What follows belongs to an exercise in optimizing a design on an open flow for small area; a production flow would make more cautious choices.
Only the layout flow was run in this run; the RTL was not checked for function there.
No activity file was given, so power comes from the tool's default toggle rates.

--- flow/design.v ---
`timescale 1ns / 1ps
module Font_Rom (
    input  logic [6:0] char_code,  
    input  logic [3:0] row_addr,   
    output logic [7:0] row_data    
);
    always_comb begin
        case (char_code)
            7'h30: case(row_addr)  
                0: row_data = 8'h3C; 1: row_data = 8'h42; 2: row_data = 8'h42; 3: row_data = 8'h42;
                4: row_data = 8'h42; 5: row_data = 8'h42; 6: row_data = 8'h42; 7: row_data = 8'h3C;
                default: row_data = 0; endcase
            7'h31: case(row_addr)  
                0: row_data = 8'h08; 1: row_data = 8'h18; 2: row_data = 8'h28; 3: row_data = 8'h08;
                4: row_data = 8'h08; 5: row_data = 8'h08; 6: row_data = 8'h08; 7: row_data = 8'h3E;
                default: row_data = 0; endcase
            7'h32: case(row_addr)  
                0: row_data = 8'h3C; 1: row_data = 8'h42; 2: row_data = 8'h02; 3: row_data = 8'h0C;
                4: row_data = 8'h30; 5: row_data = 8'h40; 6: row_data = 8'h42; 7: row_data = 8'h7E;
                default: row_data = 0; endcase
            7'h33: case(row_addr)  
                0: row_data = 8'h3C; 1: row_data = 8'h42; 2: row_data = 8'h02; 3: row_data = 8'h1C;
                4: row_data = 8'h02; 5: row_data = 8'h02; 6: row_data = 8'h42; 7: row_data = 8'h3C;
                default: row_data = 0; endcase
            7'h34: case(row_addr)  
                0: row_data = 8'h04; 1: row_data = 8'h0C; 2: row_data = 8'h14; 3: row_data = 8'h24;
                4: row_data = 8'h44; 5: row_data = 8'h7E; 6: row_data = 8'h04; 7: row_data = 8'h04;
                default: row_data = 0; endcase
            7'h35: case(row_addr)  
                0: row_data = 8'h7E; 1: row_data = 8'h40; 2: row_data = 8'h40; 3: row_data = 8'h7C;
                4: row_data = 8'h02; 5: row_data = 8'h02; 6: row_data = 8'h42; 7: row_data = 8'h3C;
                default: row_data = 0; endcase
            7'h36: case(row_addr)  
                0: row_data = 8'h3C; 1: row_data = 8'h40; 2: row_data = 8'h40; 3: row_data = 8'h7C;
                4: row_data = 8'h42; 5: row_data = 8'h42; 6: row_data = 8'h42; 7: row_data = 8'h3C;
                default: row_data = 0; endcase
            7'h37: case(row_addr)  
                0: row_data = 8'h7E; 1: row_data = 8'h02; 2: row_data = 8'h04; 3: row_data = 8'h08;
                4: row_data = 8'h10; 5: row_data = 8'h10; 6: row_data = 8'h10; 7: row_data = 8'h10;
                default: row_data = 0; endcase
            7'h38: case(row_addr)  
                0: row_data = 8'h3C; 1: row_data = 8'h42; 2: row_data = 8'h42; 3: row_data = 8'h3C;
                4: row_data = 8'h42; 5: row_data = 8'h42; 6: row_data = 8'h42; 7: row_data = 8'h3C;
                default: row_data = 0; endcase
            7'h39: case(row_addr)  
                0: row_data = 8'h3C; 1: row_data = 8'h42; 2: row_data = 8'h42; 3: row_data = 8'h3E;
                4: row_data = 8'h02; 5: row_data = 8'h02; 6: row_data = 8'h42; 7: row_data = 8'h3C;
                default: row_data = 0; endcase
            7'h41: case(row_addr)  
                0: row_data = 8'h18; 1: row_data = 8'h24; 2: row_data = 8'h42; 3: row_data = 8'h42;
                4: row_data = 8'h7E; 5: row_data = 8'h42; 6: row_data = 8'h42; 7: row_data = 8'h42;
                default: row_data = 0; endcase
            7'h42: case(row_addr)  
                0: row_data = 8'h7C; 1: row_data = 8'h42; 2: row_data = 8'h42; 3: row_data = 8'h7C; 
                4: row_data = 8'h42; 5: row_data = 8'h42; 6: row_data = 8'h42; 7: row_data = 8'h7C; 
                default: row_data = 0; endcase
            7'h43: case(row_addr)  
                0: row_data = 8'h3C; 1: row_data = 8'h42; 2: row_data = 8'h40; 3: row_data = 8'h40;
                4: row_data = 8'h40; 5: row_data = 8'h40; 6: row_data = 8'h42; 7: row_data = 8'h3C;
                default: row_data = 0; endcase
            7'h44: case(row_addr)  
                0: row_data = 8'h78; 1: row_data = 8'h44; 2: row_data = 8'h42; 3: row_data = 8'h42;
                4: row_data = 8'h42; 5: row_data = 8'h42; 6: row_data = 8'h44; 7: row_data = 8'h78;
                default: row_data = 0; endcase
            7'h45: case(row_addr)  
                0: row_data = 8'h7E; 1: row_data = 8'h40; 2: row_data = 8'h40; 3: row_data = 8'h7C;
                4: row_data = 8'h40; 5: row_data = 8'h40; 6: row_data = 8'h40; 7: row_data = 8'h7E;
                default: row_data = 0; endcase
            7'h46: case(row_addr)  
                0: row_data = 8'h7E; 1: row_data = 8'h40; 2: row_data = 8'h40; 3: row_data = 8'h7C;
                4: row_data = 8'h40; 5: row_data = 8'h40; 6: row_data = 8'h40; 7: row_data = 8'h40;
                default: row_data = 0; endcase
            7'h47: case(row_addr)  
                0: row_data = 8'h3C; 1: row_data = 8'h42; 2: row_data = 8'h40; 3: row_data = 8'h40;
                4: row_data = 8'h4E; 5: row_data = 8'h42; 6: row_data = 8'h42; 7: row_data = 8'h3C;
                default: row_data = 0; endcase
            7'h48: case(row_addr)  
                0: row_data = 8'h42; 1: row_data = 8'h42; 2: row_data = 8'h42; 3: row_data = 8'h7E;
                4: row_data = 8'h42; 5: row_data = 8'h42; 6: row_data = 8'h42; 7: row_data = 8'h42;
                default: row_data = 0; endcase
            7'h49: case(row_addr)  
                0: row_data = 8'h3C; 1: row_data = 8'h18; 2: row_data = 8'h18; 3: row_data = 8'h18;
                4: row_data = 8'h18; 5: row_data = 8'h18; 6: row_data = 8'h18; 7: row_data = 8'h3C;
                default: row_data = 0; endcase
            7'h4C: case(row_addr)  
                0: row_data = 8'h40; 1: row_data = 8'h40; 2: row_data = 8'h40; 3: row_data = 8'h40;
                4: row_data = 8'h40; 5: row_data = 8'h40; 6: row_data = 8'h40; 7: row_data = 8'h7E;
                default: row_data = 0; endcase
            7'h4D: case(row_addr)  
                0: row_data = 8'h42; 1: row_data = 8'h66; 2: row_data = 8'h5A; 3: row_data = 8'h42;
                4: row_data = 8'h42; 5: row_data = 8'h42; 6: row_data = 8'h42; 7: row_data = 8'h42;
                default: row_data = 0; endcase
            7'h4E: case(row_addr)  
                0: row_data = 8'h42; 1: row_data = 8'h62; 2: row_data = 8'h52; 3: row_data = 8'h4A;
                4: row_data = 8'h46; 5: row_data = 8'h42; 6: row_data = 8'h42; 7: row_data = 8'h42;
                default: row_data = 0; endcase
            7'h4F: case(row_addr)  
                0: row_data = 8'h3C; 1: row_data = 8'h42; 2: row_data = 8'h42; 3: row_data = 8'h42;
                4: row_data = 8'h42; 5: row_data = 8'h42; 6: row_data = 8'h42; 7: row_data = 8'h3C;
                default: row_data = 0; endcase
            7'h50: case(row_addr)  
                0: row_data = 8'h7C; 1: row_data = 8'h42; 2: row_data = 8'h42; 3: row_data = 8'h7C;
                4: row_data = 8'h40; 5: row_data = 8'h40; 6: row_data = 8'h40; 7: row_data = 8'h40;
                default: row_data = 0; endcase
            7'h52: case(row_addr)  
                0: row_data = 8'h7C; 1: row_data = 8'h42; 2: row_data = 8'h42; 3: row_data = 8'h7C;
                4: row_data = 8'h44; 5: row_data = 8'h42; 6: row_data = 8'h42; 7: row_data = 8'h42;
                default: row_data = 0; endcase
            7'h53: case(row_addr)  
                0: row_data = 8'h3C; 1: row_data = 8'h42; 2: row_data = 8'h40; 3: row_data = 8'h3C;
                4: row_data = 8'h02; 5: row_data = 8'h42; 6: row_data = 8'h42; 7: row_data = 8'h3C;
                default: row_data = 0; endcase
            7'h54: case(row_addr)  
                0: row_data = 8'h7E; 1: row_data = 8'h18; 2: row_data = 8'h18; 3: row_data = 8'h18;
                4: row_data = 8'h18; 5: row_data = 8'h18; 6: row_data = 8'h18; 7: row_data = 8'h18;
                default: row_data = 0; endcase
            7'h55: case(row_addr)  
                0: row_data = 8'h42; 1: row_data = 8'h42; 2: row_data = 8'h42; 3: row_data = 8'h42;
                4: row_data = 8'h42; 5: row_data = 8'h42; 6: row_data = 8'h42; 7: row_data = 8'h3C;
                default: row_data = 0; endcase
            7'h56: case(row_addr)  
                0: row_data = 8'h42; 1: row_data = 8'h42; 2: row_data = 8'h42; 3: row_data = 8'h42;
                4: row_data = 8'h42; 5: row_data = 8'h24; 6: row_data = 8'h24; 7: row_data = 8'h18;
                default: row_data = 0; endcase
            7'h57: case(row_addr)  
                0: row_data = 8'h42; 1: row_data = 8'h42; 2: row_data = 8'h42; 3: row_data = 8'h42;
                4: row_data = 8'h5A; 5: row_data = 8'h5A; 6: row_data = 8'h66; 7: row_data = 8'h42;
                default: row_data = 0; endcase
            7'h59: case(row_addr)  
                0: row_data = 8'h82; 1: row_data = 8'h44; 2: row_data = 8'h28; 3: row_data = 8'h10;
                4: row_data = 8'h10; 5: row_data = 8'h10; 6: row_data = 8'h10; 7: row_data = 8'h10;
                default: row_data = 0; endcase
            7'h3A: case(row_addr)  
                2: row_data = 8'h18; 3: row_data = 8'h18; 
                5: row_data = 8'h18; 6: row_data = 8'h18; default: row_data = 0; endcase
            7'h3F: case(row_addr)  
                0: row_data = 8'h3C; 1: row_data = 8'h42; 2: row_data = 8'h02; 3: row_data = 8'h04;
                4: row_data = 8'h08; 5: row_data = 8'h00; 6: row_data = 8'h00; 7: row_data = 8'h08;
                default: row_data = 0; endcase
            default: row_data = 8'h00; 
        endcase
    end
endmodule
`timescale 1ns / 1ps
module Text_Display (
    input logic       clk,
    input logic [9:0] x,
    input logic [9:0] y,         
    input logic [3:0] min10, min1,   
    input logic [3:0] sec10, sec1,   
    input logic [2:0] state,     
    input logic       wait_p1,   
    input logic       wait_p2,   
    input logic [1:0] score_p1,   
    input logic [1:0] score_p2,   
    output logic        is_text,   
    output logic [11:0] txt_rgb    
);
    localparam int CELL_W = 16;
    localparam int CELL_H = 32;
    localparam int SCORE_X = 200;
    localparam int SCORE_Y = 32; 
    localparam int SCORE_CHARS = 5;
    localparam int TIMER_X = 320;
    localparam int TIMER_Y = 32;
    localparam int TIMER_CHARS = 5;
    localparam int TIMER_W = CELL_W * TIMER_CHARS;
    localparam int GAP = CELL_W;
    localparam int PLAYER_X = TIMER_X + TIMER_W + GAP;
    localparam int PLAYER_Y = 32;
    localparam int STATE_X = 320;
    localparam int STATE_Y = 64;
    localparam int STATE_MAX_CHARS = 11;
    wire in_score  = (y >= SCORE_Y && y < SCORE_Y + CELL_H) && (x >= SCORE_X && x < SCORE_X + (CELL_W * SCORE_CHARS));
    wire in_timer  = (y >= TIMER_Y && y < TIMER_Y + CELL_H) && (x >= TIMER_X && x < TIMER_X + (CELL_W * TIMER_CHARS));
    wire in_player = (y >= PLAYER_Y && y < PLAYER_Y + CELL_H) && (x >= PLAYER_X && x < PLAYER_X + (CELL_W * 13));
    wire in_state  = (y >= STATE_Y && y < STATE_Y + CELL_H) && (x >= STATE_X && x < STATE_X + (CELL_W * STATE_MAX_CHARS));
    wire is_box = (in_score || in_timer || in_player || in_state);
    wire [9:0] x_rel = in_score  ? (x - SCORE_X)  :
                       in_timer  ? (x - TIMER_X)  :
                       in_player ? (x - PLAYER_X) :
                       in_state  ? (x - STATE_X)  : 10'd0;
    wire [9:0] y_rel = in_score  ? (y - SCORE_Y)  :
                       in_timer  ? (y - TIMER_Y)  :
                       in_player ? (y - PLAYER_Y) :
                       in_state  ? (y - STATE_Y)  : 10'd0;
    wire [3:0] font_row = y_rel[4:1] - 4'd4; 
    wire [2:0] font_col = 3'd7 - x_rel[3:1];
    logic [6:0] char_code;
    always_comb begin
        char_code = 7'h20;  
        if (in_score) begin
            case ((x - SCORE_X) / CELL_W)
                0: char_code = {3'b011, 2'b00, score_p1};  
                1: char_code = 7'h20;
                2: char_code = 7'h3A;  
                3: char_code = 7'h20;
                4: char_code = {3'b011, 2'b00, score_p2};  
                default: char_code = 7'h20;
            endcase
        end else if (in_timer) begin
            case ((x - TIMER_X) / CELL_W)
                0: char_code = {3'b011, min10};
                1: char_code = {3'b011, min1};
                2: char_code = 7'h3A;
                3: char_code = {3'b011, sec10};
                4: char_code = {3'b011, sec1};
                default: char_code = 7'h20;
            endcase
        end else if (in_player) begin
            case ((x - PLAYER_X) / CELL_W)
                0: char_code = 7'h50; 1: char_code = 7'h4C; 2: char_code = 7'h41;
                3: char_code = 7'h59; 4: char_code = 7'h45; 5: char_code = 7'h52;
                6: char_code = 7'h20;
                7: begin
                    if (wait_p1) char_code = 7'h31;
                    else if (wait_p2) char_code = 7'h32;
                    else char_code = 7'h2D;
                end
                8: char_code = 7'h20; 9: char_code = 7'h54; 10: char_code = 7'h55;
                11: char_code = 7'h52; 12: char_code = 7'h4E;
                default: char_code = 7'h20;
            endcase
        end else if (in_state) begin
            case (state)
                0: begin  
                    case ((x - STATE_X) / CELL_W)
                        0: char_code = 7'h53; 1: char_code = 7'h54; 2: char_code = 7'h41;
                        3: char_code = 7'h52; 4: char_code = 7'h54; 5: char_code = 7'h20;
                        6: char_code = 7'h47; 7: char_code = 7'h41; 8: char_code = 7'h4D;
                        9: char_code = 7'h45; 10: char_code = 7'h3F;
                        default: char_code = 7'h20;
                    endcase
                end
                1: begin
                    case ((x - STATE_X) / CELL_W)
                        0: char_code = 7'h52; 1: char_code = 7'h45; 2: char_code = 7'h41;
                        3: char_code = 7'h44; 4: char_code = 7'h59; 5: char_code = 7'h3F;
                        default: char_code = 7'h20;
                    endcase
                end
                2: begin  
                    case ((x - STATE_X) / CELL_W)
                        0: char_code = 7'h52; 1: char_code = 7'h55; 2: char_code = 7'h4E;
                        3: char_code = 7'h4E; 4: char_code = 7'h49; 5: char_code = 7'h4E; 6: char_code = 7'h47;
                        default: char_code = 7'h20;
                    endcase
                end
                3: begin  
                    case ((x - STATE_X) / CELL_W)
                        0: char_code = 7'h50; 1: char_code = 7'h41; 2: char_code = 7'h55;
                        3: char_code = 7'h53; 4: char_code = 7'h45;
                        default: char_code = 7'h20;
                    endcase
                end
                4: begin  
                    case ((x - STATE_X) / CELL_W)
                        0: char_code = 7'h54; 1: char_code = 7'h49; 2: char_code = 7'h4D; 3: char_code = 7'h45;
                        4: char_code = 7'h20; 5: char_code = 7'h4F; 6: char_code = 7'h56; 7: char_code = 7'h45; 8: char_code = 7'h52;
                        default: char_code = 7'h20;
                    endcase
                end
                5: begin  
                    case ((x - STATE_X) / CELL_W)
                        0: char_code = 7'h47; 1: char_code = 7'h41; 2: char_code = 7'h4D; 3: char_code = 7'h45;
                        4: char_code = 7'h20; 5: char_code = 7'h45; 6: char_code = 7'h4E; 7: char_code = 7'h44;
                        default: char_code = 7'h20;
                    endcase
                end
                6: begin  
                    case ((x - STATE_X) / CELL_W)
                        0: char_code = 7'h52; 1: char_code = 7'h45; 2: char_code = 7'h53; 3: char_code = 7'h54;
                        4: char_code = 7'h41; 5: char_code = 7'h52; 6: char_code = 7'h54;
                        default: char_code = 7'h20;
                    endcase
                end
                default: char_code = 7'h20;
            endcase
        end
    end
    wire [3:0] row_up   = font_row - 4'd1; 
    wire [3:0] row_down = font_row + 4'd1;
    logic [7:0] data_c;  
    logic [7:0] data_u;  
    logic [7:0] data_d;  
    Font_Rom U_Font_C ( .char_code(char_code), .row_addr(font_row), .row_data(data_c) );
    Font_Rom U_Font_U ( .char_code(char_code), .row_addr(row_up),   .row_data(data_u) );
    Font_Rom U_Font_D ( .char_code(char_code), .row_addr(row_down), .row_data(data_d) );
    wire px_c = data_c[font_col];        
    wire px_u = data_u[font_col];        
    wire px_d = data_d[font_col];        
    wire px_l = (font_col < 3'd7) ? data_c[font_col + 1] : 1'b0;  
    wire px_r = (font_col > 3'd0) ? data_c[font_col - 1] : 1'b0;  
    wire is_main   = px_c;
    wire is_border = (!px_c) && (px_u || px_d || px_l || px_r);
    assign is_text = is_box && (is_main || is_border);
    assign txt_rgb = is_main ? 12'hFFF : 12'h000;  
endmodule
`timescale 1ns / 1ps
`timescale 1ns / 1ps
module Game_Piece_Display (
    input  logic       iClk,
    input  logic       iRst,
    input  logic [9:0] iX,
    input  logic [9:0] iY,
    input  logic [5:0] iP1_Pos,
    input  logic [5:0] iP2_Pos,
    output logic       oIs_P1,
    output logic       oIs_P2
);
    logic [9:0] p1_draw_x, p1_draw_y;
    logic [9:0] p2_draw_x, p2_draw_y;
    logic [5:0] p1_anim_pos, p2_anim_pos;
    Piece_Motion_Ctrl U_P1_MOTION (
        .iClk        (iClk),
        .iRst        (iRst),
        .iTarget_Pos (iP1_Pos),
        .oDraw_X     (p1_draw_x),
        .oDraw_Y     (p1_draw_y),
        .oCurrent_Pos(p1_anim_pos)
    );
    Piece_Motion_Ctrl U_P2_MOTION (
        .iClk        (iClk),
        .iRst        (iRst),
        .iTarget_Pos (iP2_Pos),
        .oDraw_X     (p2_draw_x),
        .oDraw_Y     (p2_draw_y),
        .oCurrent_Pos(p2_anim_pos)
    );
    logic [9:0] cX1, cY1;
    logic [9:0] cX2, cY2;
    localparam OFFSET = 8;
    localparam SIZE = 10;
    always_comb begin
        int diff_x, diff_y;
        diff_x = (p1_draw_x > p2_draw_x) ? (p1_draw_x - p2_draw_x) : (p2_draw_x - p1_draw_x);
        diff_y = (p1_draw_y > p2_draw_y) ? (p1_draw_y - p2_draw_y) : (p2_draw_y - p1_draw_y);
        if (diff_x < 5 && diff_y < 5) begin
            cX1 = p1_draw_x - OFFSET;
            cY1 = p1_draw_y - OFFSET;
            cX2 = p2_draw_x + OFFSET;
            cY2 = p2_draw_y + OFFSET;
        end else begin
            cX1 = p1_draw_x;
            cY1 = p1_draw_y;
            cX2 = p2_draw_x;
            cY2 = p2_draw_y;
        end
    end
    always_comb begin
        if (iX >= cX1 - SIZE && iX <= cX1 + SIZE &&
            iY >= cY1 - SIZE && iY <= cY1 + SIZE)
            oIs_P1 = 1;
        else oIs_P1 = 0;
        if (iX >= cX2 - SIZE && iX <= cX2 + SIZE &&
            iY >= cY2 - SIZE && iY <= cY2 + SIZE)
            oIs_P2 = 1;
        else oIs_P2 = 0;
    end
endmodule
module Piece_Motion_Ctrl (
    input logic iClk,
    input logic iRst,
    input logic [5:0] iTarget_Pos,
    output logic [9:0] oDraw_X,
    output logic [9:0] oDraw_Y,
    output logic [5:0] oCurrent_Pos
);
    function automatic logic [19:0] get_coord(input logic [5:0] pos);
        logic [9:0] x, y;
        case (pos)
            6'd0:    {x, y} = {10'd88, 10'd220};
            6'd1:    {x, y} = {10'd88, 10'd264};
            6'd2:    {x, y} = {10'd88, 10'd308};
            6'd3:    {x, y} = {10'd88, 10'd352};
            6'd4:    {x, y} = {10'd88, 10'd396};
            6'd5:    {x, y} = {10'd88, 10'd440};
            6'd6:    {x, y} = {10'd132, 10'd440};
            6'd7:    {x, y} = {10'd177, 10'd440};
            6'd8:    {x, y} = {10'd177, 10'd396};
            6'd9:    {x, y} = {10'd177, 10'd352};
            6'd10:   {x, y} = {10'd177, 10'd308};
            6'd11:   {x, y} = {10'd177, 10'd264};
            6'd12:   {x, y} = {10'd177, 10'd220};
            6'd13:   {x, y} = {10'd222, 10'd220};
            6'd14:   {x, y} = {10'd267, 10'd220};
            6'd15:   {x, y} = {10'd267, 10'd264};
            6'd16:   {x, y} = {10'd267, 10'd308};
            6'd17:   {x, y} = {10'd267, 10'd352};
            6'd18:   {x, y} = {10'd267, 10'd396};
            6'd19:   {x, y} = {10'd267, 10'd440};
            6'd20:   {x, y} = {10'd312, 10'd440};
            6'd21:   {x, y} = {10'd358, 10'd440};
            6'd22:   {x, y} = {10'd358, 10'd396};
            6'd23:   {x, y} = {10'd358, 10'd352};
            6'd24:   {x, y} = {10'd358, 10'd308};
            6'd25:   {x, y} = {10'd358, 10'd264};
            6'd26:   {x, y} = {10'd358, 10'd220};
            6'd27:   {x, y} = {10'd403, 10'd220};
            6'd28:   {x, y} = {10'd449, 10'd220};
            6'd29:   {x, y} = {10'd449, 10'd264};
            6'd30:   {x, y} = {10'd449, 10'd308};
            6'd31:   {x, y} = {10'd449, 10'd352};
            6'd32:   {x, y} = {10'd449, 10'd396};
            6'd33:   {x, y} = {10'd449, 10'd440};
            6'd34:   {x, y} = {10'd493, 10'd440};
            6'd35:   {x, y} = {10'd539, 10'd440};
            6'd36:   {x, y} = {10'd539, 10'd396};
            6'd37:   {x, y} = {10'd539, 10'd352};
            6'd38:   {x, y} = {10'd539, 10'd308};
            6'd39:   {x, y} = {10'd539, 10'd264};
            6'd40:   {x, y} = {10'd539, 10'd220};
            default: {x, y} = {10'd0, 10'd0};
        endcase
        get_coord = {x, y};
    endfunction
    logic [5:0] curr_pos_reg;
    logic [9:0] curr_x_reg, curr_y_reg;
    logic [9:0] dest_x_reg, dest_y_reg;
    logic [5:0] curr_pos_next;
    logic [9:0] curr_x_next, curr_y_next;
    logic [9:0] dest_x_next, dest_y_next;
    assign oCurrent_Pos = curr_pos_reg;
    assign oDraw_X      = curr_x_reg;
    assign oDraw_Y      = curr_y_reg;
    logic [17:0] speed_cnt;
    logic        move_tick;
    localparam SPEED_VAL = 18'd50;   
    always_ff @(posedge iClk) begin
        if (iRst) begin
            speed_cnt <= 0;
            move_tick <= 0;
        end else begin
            if (speed_cnt >= SPEED_VAL) begin
                speed_cnt <= 0;
                move_tick <= 1;
            end else begin
                speed_cnt <= speed_cnt + 1;
                move_tick <= 0;
            end
        end
    end
    typedef enum logic [1:0] {
        IDLE,
        CALC_NEXT,
        SLIDING
    } anim_state_t;
    anim_state_t state, state_next;
    function automatic logic is_special_move(input logic [5:0] from,
                                             input logic [5:0] to);
        is_special_move = (from == 3 && to == 10) || (from == 8 && to == 17) ||
                          (from == 23 && to == 30) ||   
                          (from == 11 && to == 0) || (from == 35 && to == 32) ||
                          (from == 26 && to == 14);     
    endfunction
    always_ff @(posedge iClk) begin
        if (iRst) begin
            state                    <= IDLE;
            curr_pos_reg             <= 0;
            {curr_x_reg, curr_y_reg} <= {10'd88, 10'd220};   
            {dest_x_reg, dest_y_reg} <= {10'd88, 10'd220};
        end else begin
            state                    <= state_next;
            curr_pos_reg             <= curr_pos_next;
            {curr_x_reg, curr_y_reg} <= {curr_x_next, curr_y_next};
            {dest_x_reg, dest_y_reg} <= {dest_x_next, dest_y_next};
        end
    end
    always_comb begin
        state_next                 = state;
        curr_pos_next              = curr_pos_reg;
        {curr_x_next, curr_y_next} = {curr_x_reg, curr_y_reg};
        {dest_x_next, dest_y_next} = {dest_x_reg, dest_y_reg};
        case (state)
            IDLE: begin
                if (curr_pos_reg != iTarget_Pos) begin
                    state_next = CALC_NEXT;
                end
            end
            CALC_NEXT: begin
                if (is_special_move(curr_pos_reg, iTarget_Pos)) begin
                    curr_pos_next = iTarget_Pos;
                    {dest_x_next, dest_y_next} = get_coord(iTarget_Pos);
                end   
                else if (curr_pos_reg < iTarget_Pos) begin
                    curr_pos_next = curr_pos_reg + 1;
                    {dest_x_next, dest_y_next} = get_coord(curr_pos_reg + 1);
                end else if (curr_pos_reg > iTarget_Pos) begin
                    curr_pos_next = curr_pos_reg - 1;
                    {dest_x_next, dest_y_next} = get_coord(curr_pos_reg - 1);
                end
                state_next = SLIDING;
            end
            SLIDING: begin
                if (move_tick) begin
                    if (curr_x_reg < dest_x_reg) begin
                        curr_x_next = curr_x_reg + 1;
                    end else if (curr_x_reg > dest_x_reg) begin
                        curr_x_next = curr_x_reg - 1;
                    end
                    if (curr_y_reg < dest_y_reg) begin
                        curr_y_next = curr_y_reg + 1;
                    end else if (curr_y_reg > dest_y_reg) begin
                        curr_y_next = curr_y_reg - 1;
                    end
                    if ((curr_x_reg == dest_x_reg || (curr_x_reg > dest_x_reg ? curr_x_reg - dest_x_reg < 2 : dest_x_reg - curr_x_reg < 2)) && 
                            (curr_y_reg == dest_y_reg || (curr_y_reg > dest_y_reg ? curr_y_reg - dest_y_reg < 2 : dest_y_reg - curr_y_reg < 2))) begin
                        curr_x_next = dest_x_reg;
                        curr_y_next = dest_y_reg;
                        if (curr_pos_reg == iTarget_Pos)
                            state_next = IDLE;   
                        else state_next = CALC_NEXT;   
                    end
                end
            end
        endcase
    end
endmodule
`timescale 1ns / 1ps
module Display_Top (
    input  logic       iClk,
    input  logic       iRst,
    input  logic [9:0] iX_Pixel,
    input  logic [9:0] iY_Pixel,
    input  logic       iDE,
    input  logic [3:0] iCam_R,
    input  logic [3:0] iCam_G,
    input  logic [3:0] iCam_B,
    input  logic       iIs_Cam_Region,
    input  logic [11:0] iBg_RGB,
    input  logic [5:0] iP1_Pos,
    input  logic [5:0] iP2_Pos,
    input  logic [3:0] iMin10,
    input  logic [3:0] iMin1,
    input  logic [3:0] iSec10,
    input  logic [3:0] iSec1,
    input  logic [2:0] iGame_State,
    input  logic       iWait_P1,
    input  logic       iWait_P2,
    input  logic [1:0] score_p1,         
    input  logic [1:0] score_p2,         
    output logic [3:0] oFinal_R,
    output logic [3:0] oFinal_G,
    output logic [3:0] oFinal_B
);
    logic [11:0] bg_rgb;
    assign bg_rgb = iBg_RGB;
    logic        is_text;
    logic [11:0] txt_rgb;
    Text_Display U_TEXT (
        .clk     (iClk),
        .x       (iX_Pixel),
        .y       (iY_Pixel),
        .min10   (iMin10),
        .min1    (iMin1),
        .sec10   (iSec10),
        .sec1    (iSec1),
        .state   (iGame_State),
        .wait_p1 (iWait_P1),
        .wait_p2 (iWait_P2),
        .score_p1(score_p1),
        .score_p2(score_p2),
        .is_text (is_text),
        .txt_rgb (txt_rgb)
    );
    logic is_p1, is_p2;
    Game_Piece_Display U_PIECE (
        .iClk   (iClk),
        .iRst   (iRst),
        .iX     (iX_Pixel),
        .iY     (iY_Pixel),
        .iP1_Pos(iP1_Pos),
        .iP2_Pos(iP2_Pos),
        .oIs_P1 (is_p1),
        .oIs_P2 (is_p2)
    );
    always_comb begin
        if (!iDE) begin
            {oFinal_R, oFinal_G, oFinal_B} = 12'h000;
        end else if (is_text) begin
            {oFinal_R, oFinal_G, oFinal_B} = txt_rgb;
        end else if (is_p1) begin
            {oFinal_R, oFinal_G, oFinal_B} = 12'hf00;   
        end else if (is_p2) begin
            {oFinal_R, oFinal_G, oFinal_B} = 12'h00f;   
        end else if (iIs_Cam_Region) begin
            {oFinal_R, oFinal_G, oFinal_B} = {
                iCam_R, iCam_G, iCam_B
            };   
        end else begin
            {oFinal_R, oFinal_G, oFinal_B} = bg_rgb;
        end
    end
endmodule
--- flow/run.sh ---
#!/bin/bash
# synth_recipe.tcl (not shown) runs the flow's synth.tcl, then flattens the netlist and writes it again
# the make line also repeats each setting of config.mk as NAME=value (left out here)
make -C /OpenROAD-flow-scripts/flow DESIGN_CONFIG=/design/flow/config.mk WORK_HOME=/design/flow/orfs CLKGATE_MAP_FILE= SYNTH_SCRIPT=/design/flow/synth_recipe.tcl finish
--- flow/config.mk ---
export PLATFORM = sky130hd
export DESIGN_NAME = Display_Top
export DESIGN_NICKNAME = Display_Top
export VERILOG_FILES = /design/flow/design.v
export SDC_FILE = /design/flow/constraint.sdc
export NUM_CORES = 4
export LEC_CHECK = 0
export CAP_MARGIN = 20
export CORE_MARGIN = 2
export CORE_UTILIZATION = 40
export PLACE_DENSITY = 0.6
export SLEW_MARGIN = 20
--- flow/constraint.sdc ---
create_clock -name core_clock -period 15.0 [get_ports {iClk}]
set_input_delay 3.0000 -clock core_clock [delete_from_list [all_inputs] [get_ports {iClk}]]
set_output_delay 3.0000 -clock core_clock [all_outputs]
set_load 0.01 [all_outputs]
==> notes.md <==
Clk pin slew, worst setup/hold paths 0.06 ns; sequential cell area fraction in the yosys report 8.76%; clock sink count 128; Synth Cell Area 29300 sq um; via count 34069; unrepaired setup endpoints after global routing false; #FFs+latches synth 128; max cap viols 0; Synth Area in Simple Gates 24.2%; I/O pins 97; Post-CTS Hold Fix Bufs 0; GRT Residual Overflow 0; asr flop ratio synth 0%; unique cell type count in the Yosys netlist 118; period utilization 96.3%; WP data required 12.00 ns; setup TNS 0 ns; Synth area leader ha_1; fillers 7646; relative slew slack 24.2%; WP buf/inv 8; clock buffer depth 2; CP peak stage delay 0.66 ns; worst slew pin tran 1.13 ns; endpoints failing setup 0; main combinational cell family by area after synthesis compound AO/OA/AOI/OAI gates; post-synthesis mux area share 2.53%; most used cell along the critical path inv_1; residual DRC count 0; pwr dens 187 nW/um^2; Pre-antenna DRT Iters 7; vias in the first global route 31089; CP Capture Type output port; kind of critical path input port to output port; Clock H-tree levels 4; Vert. Die Dim 274 microns; Root Driver clkbuf_16; Final HPWL DP 92.0 mm; Worst Hold Class register to register; Finished Cell Area 31800 sq um; global-route wire length before repair 189 mm; placed inst area 31100 sq um; YS warnings 5; top post-synthesis cells by area ha_1 (14%), dfxtp_1 (8.8%), a21oi_1 (6.8%), nor2_1 (5.5%), o21ai_0 (5.4%); Die Footprint 75300 sq um; Max Clock Skew 0.0111 ns; dpl cells 5194; Clk Latency, worst-skew pair 0.43 ns; XOR/XNOR Fraction of Synth Area 6.07%; dominant synthesized flop cell dfxtp_1; post-route insts no fill 5226; Synth top area share 14.4%; setup bufs post-CTS 0; GR Util All Layers 31.6%; family with the most delay on the worst path buffers and inverters; post_cts resized 0; die width 274 microns; Final nets 4689; largest net degree at the start of global routing 92; Critical Path Source Type input port; area grow syn2layout 8.57%; highest clock rate 69.2 MHz; PortBufs 96; LEAKAGE 12.2 nW; adder-cell share of the synthesized area 15.4%; share of layout cells above drive strength 1 5.88%; CTS tree yes; Worst Path Max Fanout 12; status no timing/DRC/antenna violations; initial core utilization 40.2%; routed wire length 123 mm; post-synthesis compound-gate area fraction 35.9%; peak supply drop 0.156 mV; Worst EP arrival 11.44 ns; DRT iter0 DRCs 4591; antenna-violating nets left 0; Avg Synthesized Cell Area 6.78 sq um; CTS Buf Count 17; RD Place Congestion 1.04; Hold Violations, Final 0; CP max-delay cell clkdlybuf4s50_1; post-layout min period 14.44 ns; biggest regs U_PIECE.U_P1_MOTION.speed_cnt x18, U_PIECE.U_P2_MOTION.speed_cnt x18; number of synthesized flops with an enable pin 0; Synth Instances 4317; row count 99; total core area 72700 sq um; mean number of vias per cell 6.52; post-route total power 5.94 mW; post-DR wirelength/cell 23.6 microns; Slew Viols, Final 0; initial antenna violation count 2
[per-stage QoR]
step	worst slack (ns)	hold slack, ns	utilization, %
3_3_place_gp	0.850	0.442	42.8
3_5_place_dp	0.798	0.445	42.8
2_1_floorplan	3.10	0.426	-
5_1_grt	0.0964	0.477	43.7
4_1_cts	0.784	0.459	43.7
6_report	0.558	0.461	43.7
[final timing paths]
kind | from | to | slack (ns) | depth (start not counted)
hold reg to reg | U_PIECE.U_P2_MOTION.speed_cnt[0]$_SDFF_PP0_ | U_PIECE.U_P2_MOTION.speed_cnt[0]$_SDFF_PP0_ | 0.46 | 1
hold / removal | U_PIECE.U_P2_MOTION.speed_cnt[0]$_SDFF_PP0_ | U_PIECE.U_P2_MOTION.speed_cnt[0]$_SDFF_PP0_ | 0.46 | 1
setup reg to reg | U_PIECE.U_P1_MOTION.curr_x_reg[1]$_SDFFE_PP0P_ | U_PIECE.U_P1_MOTION.curr_x_reg[9]$_SDFFE_PP0P_ | 8.87 | 27
setup / recovery | iX_Pixel[6] | oFinal_R[3] | 0.56 | 29
[layer usage]
metal | global-route usage [%] | vias to the layer above | routed length, microns
met4 | 13.4 | 4 | 6120
met3 | 4.65 | 413 | 9970
li1 | - | 15959 | -
met2 | 51.8 | 1816 | 56000
met1 | 41.0 | 15877 | 51100
met5 | 0 | - | 23
[cell usage in the layout, fill, tap and decap left out, types with 105 or more instances in the layout]
cell | netlist | layout
buf_4 | 5 | 111
nor3_1 | 144 | 144
inv_1 | 199 | 199
ha_1 | 336 | 336
a21oi_1 | 395 | 395
a211oi_1 | 106 | 105
nor2_1 | 425 | 422
o21ai_0 | 318 | 317
nand2_1 | 377 | 377
nand3_1 | 126 | 126
xnor2_1 | 141 | 138
dfxtp_1 | 128 | 128
[final cells by class]
cell class                      instances  area [sq um]  share of cell area [%]
Inverter                              213           800                    2.52
Timing Repair Buffer                  206          1780                    5.62
Clock inverter                         13           188                   0.591
Sequential cell                       128          2560                    8.07
Antenna cell                            1          2.50                 0.00788
Tap cell                              959          1200                    3.78
Multi-Input combinational cell       3688         24800                    78.1
Clock buffer                           18           429                    1.35
[logic make-up (layout without fill, tap and decap cells)]
kind of cell,count (synthesis),after routing
AND/OR/NAND/NOR,1472,1472
buffers and inverters,524,450
other,1,25
multiplexers,68,68
XOR/XNOR,199,199
AO/OA/AOI/OAI,1573,1573
flip-flops,128,128
adder cells (fa/ha/maj),352,352
[report_power, final]
group          internal (mW)  leakage, nW  switching (mW)  total (mW)
Sequential             0.395         1.05           0.121       0.517
Clock                  0.278        0.304           0.171       0.449
Combinational           1.99         10.9            2.98        4.97
[worst reg2reg max path, cell delays in order, from the launching register on]
cell and delay (ns):
dfxtp_1 0.69, inv_1 0.35, ha_1 0.40, nor2b_1 0.13, o21ai_0 0.21, a21boi_0 0.15, o21ai_0 0.20, a21boi_0 0.20
o21a_1 0.21, o21a_1 0.16, o21ai_0 0.16, nand2b_1 0.13, a21oi_1 0.35, inv_1 0.28, ha_1 0.34, a21o_1 0.17
a21o_1 0.19, a21o_1 0.18, a21oi_1 0.23, o21bai_1 0.09, a21oi_1 0.24, o21bai_1 0.11, a21oi_1 0.22, xnor2_1 0.16
nor2_1 0.06, mux2i_1 0.13, o22ai_1 0.08, nor2b_1 0.15
[synthesized netlist by cell type (all sizes together) (23+ instances only)]
library cell    n
inv           201
xnor2         144
nor2b          53
a211oi        119
xor2           55
o22ai          69
nand2         379
nor2          426
a31oi          60
nor3          147
a211o          46
o31ai          28
a221oi         25
nand2b         58
and3           29
o21bai         26
nand3         126
a21oi         399
mux2i          48
ha            336
nand4          68
o21ai         328
a2111oi        30
clkbuf        241
a21boi         23
o21a           31
buf            70
o32ai          26
a21o           79
dfxtp         128
o211ai         71
nor4           61

[separate check: timing with driven ports]
The results above use ideal ports. As a check the final layout listed here was re-extracted and re-timed, cells and wires unchanged.
Step 1 sets driving cells, clkbuf_16 on the clock port and buf_2 on the other inputs (assumed; they add their load-dependent delay and slew).
Step 2 adds t to the input delays and takes it off the output delays; t is the mean of the earliest and latest rising clock arrival at the registers after step 1. Input paths then give back, and output paths get back, about the clock's delay inside the block.
Three values: no drivers, after step 1, after step 2; two values: the first two.
t, ns: 0.479
setup WS [ns]: 0.558 / 0.526 / 0.526
hold slack, ns: 0.461 / 0.461 / 0.461
worst slew at a driven data input, ns: 0.08
After both steps this run still meets setup and hold. The setup slack of this run moves by -0.032 ns with the drivers and by -0.032 ns with both steps.
